Context: an optimization exercise on an open-source flow, tuned for small area. The choices shown serve that exercise and are no tape-out recipe. The RTL was checked by simulation tests, not by an equivalence proof against the original design.

## the previous run
## fir_csm
module fir_csm #(
    parameter N = 16
)(
    input wire clk,
    input wire rst,
    input wire data_valid,
    input wire signed [15:0] x_in,
    output wire signed [31:0] y_out
);
    reg [15:0] xa, xb, xc;
    reg [3:0] cr;
    reg [15:1] a1;
    reg va, vb, vc;
    reg first;
    reg [16:0] yr;
    reg [16:0] r0;
    reg [16:0] r1;
    reg [16:0] r2;
    reg [16:0] r3;
    reg [16:0] r4;
    reg [16:0] r5;
    reg [16:0] r6;
    reg [16:0] r7;
    reg [15:0] r8;
    reg [14:0] r9;
    reg [12:0] r10;
    reg [12:0] r11;
    reg [10:0] r12;
    reg [10:0] r13;
    reg [8:0] r14;
    reg [7:0] r15;
    wire [15:0] x = xc;
    always @(posedge clk or posedge rst)
        if (rst) {va, vb, vc} <= 3'b000;
        else {va, vb, vc} <= {data_valid, va, vb};
    always @(posedge clk or posedge rst)
        if (rst) first <= 1'b1;
        else if (vc) first <= 1'b0;
    wire n1 = xb[0] & xb[1];
    wire n2 = (xb[1] & xb[2]) | (xb[1] & n1) | (xb[2] & n1);
    wire n3 = (xb[2] & xb[3]) | (xb[2] & n2) | (xb[3] & n2);
    wire n4 = (xb[3] & xb[4]) | (xb[3] & n3) | (xb[4] & n3);
    wire n5 = (xb[4] & xb[5]) | (xb[4] & n4) | (xb[5] & n4);
    wire n6 = (xb[5] & xb[6]) | (xb[5] & n5) | (xb[6] & n5);
    wire n7 = (xb[6] & xb[7]) | (xb[6] & n6) | (xb[7] & n6);
    wire n8 = (xb[7] & xb[8]) | (xb[7] & n7) | (xb[8] & n7);
    wire n9 = (xb[8] & xb[9]) | (xb[8] & n8) | (xb[9] & n8);
    wire n10 = (xb[9] & xb[10]) | (xb[9] & n9) | (xb[10] & n9);
    wire n11 = (xb[10] & xb[11]) | (xb[10] & n10) | (xb[11] & n10);
    wire n12 = (xb[11] & xb[12]) | (xb[11] & n11) | (xb[12] & n11);
    wire n13 = (xb[12] & xb[13]) | (xb[12] & n12) | (xb[13] & n12);
    wire n14 = xb[0] & xb[2];
    wire n15 = (xb[1] & xb[3]) | (xb[1] & n14) | (xb[3] & n14);
    wire n16 = (xb[2] & xb[4]) | (xb[2] & n15) | (xb[4] & n15);
    wire n17 = (xb[3] & xb[5]) | (xb[3] & n16) | (xb[5] & n16);
  ...
For scale: roughly 1200 cells after synthesis, roughly 320 flip-flops, ~51 I/O pins.
clock: 10.0 ns
lec_check: 0
abc_area: 1
cap_margin: 20
core_margin: 2
core_utilization: 60
cts_buf_list: sky130_fd_sc_hd__clkbuf_8
cts_cluster_diameter: 70
cts_cluster_size: 16
place_density: 0.75
slew_margin: 20
synth_hierarchical: 1
standard.sh (not shown) runs the stock make flow with config.mk's settings and CLKGATE_MAP_FILE= SYNTH_SCRIPT=/design/flow/synth_recipe.tcl, a recipe that flattens the netlist after the stock synthesis.
==> flow/flow/run.sh <==
#!/bin/bash
# The standard layout (standard.sh: ORFS synthesis to finish, unchanged
# synthesis), except that the buffers ORFS puts on every input and output
# port are made from the smallest buffer cell. Tool output goes to standard.log.
set -o pipefail
export BUFFER_PORTS_ARGS="-buffer_cell sky130_fd_sc_hd__buf_1"
bash standard.sh > standard.log 2>&1
Here is what was changed in the inputs of the current run compared with the previous run.
Settings: swapping 60 for 75 in CORE_UTILIZATION; swapping 70 for 60 in CTS_CLUSTER_DIAMETER; swapping 0.75 for 0.85 in PLACE_DENSITY; swapping 16 for 20 in CTS_CLUSTER_SIZE.
Findings:
Between the current run and the previous run, the difference in sequential portion of the cell area is negligible. The previous run → the current run: minimum clock period saw a decrease, largest net degree at the start of global routing up about 50%, met1 layer wirelength in the final routing shows a reduction of about 6%, transition time at the pin with the least slew margin rose 0.045 ns.

---

fir_csm, a different RTL version from the one above (not shown whole).
For scale: about 1,200 cells after synthesis, ~320 flip-flops, ~51 I/O pins, roughly 0.018 mm^2 of cells after synthesis.
export LEC_CHECK = 0
export ABC_AREA = 1
export CAP_MARGIN = 20
export CORE_MARGIN = 2
export CORE_UTILIZATION = 50
export CTS_BUF_LIST = sky130_fd_sc_hd__clkbuf_8
export CTS_CLUSTER_DIAMETER = 70
export CTS_CLUSTER_SIZE = 16
export PLACE_DENSITY = 0.65
export SLEW_MARGIN = 20
export SYNTH_HIERARCHICAL = 1
create_clock -name core_clock -period 10.0 [get_ports {clk}]
Scripts as last shown in full above: flow/flow/run.sh
The starting point went through all stages and came out clean.
==> next run, changes <==
Settings changed: CORE_UTILIZATION 50 to 60, CTS_CLUSTER_SIZE 16 to 18, PLACE_DENSITY 0.65 to 0.75.
=> Design area goes down by 0.62%. Die area shrinks by about 16%. Register-to-register slack loses 30 ps. Setup slack got worse by 35 ps. Core utilization came out higher by 10 points. Clock-buffer cell count is lower by 4. Clock skew went up by 8.7 ps. Hold slack improved by 12 ps. Cell count falls by about 4.4%.
==> next run, changes <==
Settings changed: CTS_CLUSTER_SIZE 18 to 16.
Worst setup slack stays flat.
Global-route usage barely changes.
Final area hardly moves.
Non-clock buffer count stays the same.
Routed wire length went down by 0.80%.
Worst hold slack is about the same.
Sequential share of layout area stays flat.
==> next run, changes <==
Settings changed: ABC_AREA 1 to default.
The changed run produced a clean layout.
Global-route usage falls by 0.93 points.
Worst setup slack improves by 140 ps.
Area after synthesis increases by about 0.33%.
Design area barely changes.
Count of clock-buffer cells in the layout is unchanged.
Worst hold slack is worse by 6.5 ps.
==> next run, changes <==
--- a/flow/flow/run.sh
+++ b/flow/flow/run.sh
@@ -5,3 +5,4 @@
 set -o pipefail
 export BUFFER_PORTS_ARGS="-buffer_cell sky130_fd_sc_hd__buf_1"
+export REMOVE_ABC_BUFFERS=1
 bash standard.sh > standard.log 2>&1
Settings changed: ABC_AREA from default to 1.
After rerunning: The changed run went through all stages and came out clean; core utilization barely changes; routed wire length rises by 3.4%; setup slack got worse by 58 ps; count of clock-buffer cells in the layout stays the same; area after synthesis goes down by 0.33%; global-route usage climbs by 0.76 points; cell count rose by 4.7%.

-- what the ideal ports hide --
The flow's constraints put no driver on any port. The routed layouts listed below were extracted and timed again, unchanged, in two steps. Step 1 (the two cells are an assumption about what drives the block):
set clk [get_ports {clk}]
set_driving_cell -lib_cell sky130_fd_sc_hd__clkbuf_16 $clk
set_driving_cell -lib_cell sky130_fd_sc_hd__buf_2 [delete_from_list [all_inputs] $clk]
Step 2 times the ports against the registers' clock, not the clock port: input delays grow and output delays shrink by t, the midpoint of the rising clock arrivals with the driver on. Three values: ideal ports, drivers, drivers and shift; two values: the first two.
| run | t (ns) | slack for setup (ns) | hold slack, ns |
|---|---|---|---|
| the previous run | 0.611 | 0.958 / 0.958 / 0.958 | 0.328 / 0.328 / 0.328 |
| the current run | 0.623 | 1.025 / 1.025 / 1.025 | 0.336 / 0.336 / 0.336 |
| the first run of note 2 | 0.635 | 1.062 / 1.062 / 1.062 | 0.324 / 0.324 / 0.324 |
| the second run of note 2 | 0.614 | 1.027 / 1.027 / 1.027 | 0.336 / 0.336 / 0.336 |
| the third run of note 2 | 0.621 | 1.025 / 1.025 / 1.025 | 0.335 / 0.335 / 0.335 |
| the fourth run of note 2 | 0.589 | 1.163 / 1.163 / 1.163 | 0.329 / 0.329 / 0.329 |
| the fifth run of note 2 | 0.615 | 1.105 / 1.105 / 1.105 | 0.333 / 0.333 / 0.333 |
After both steps every run listed still meets setup and hold.
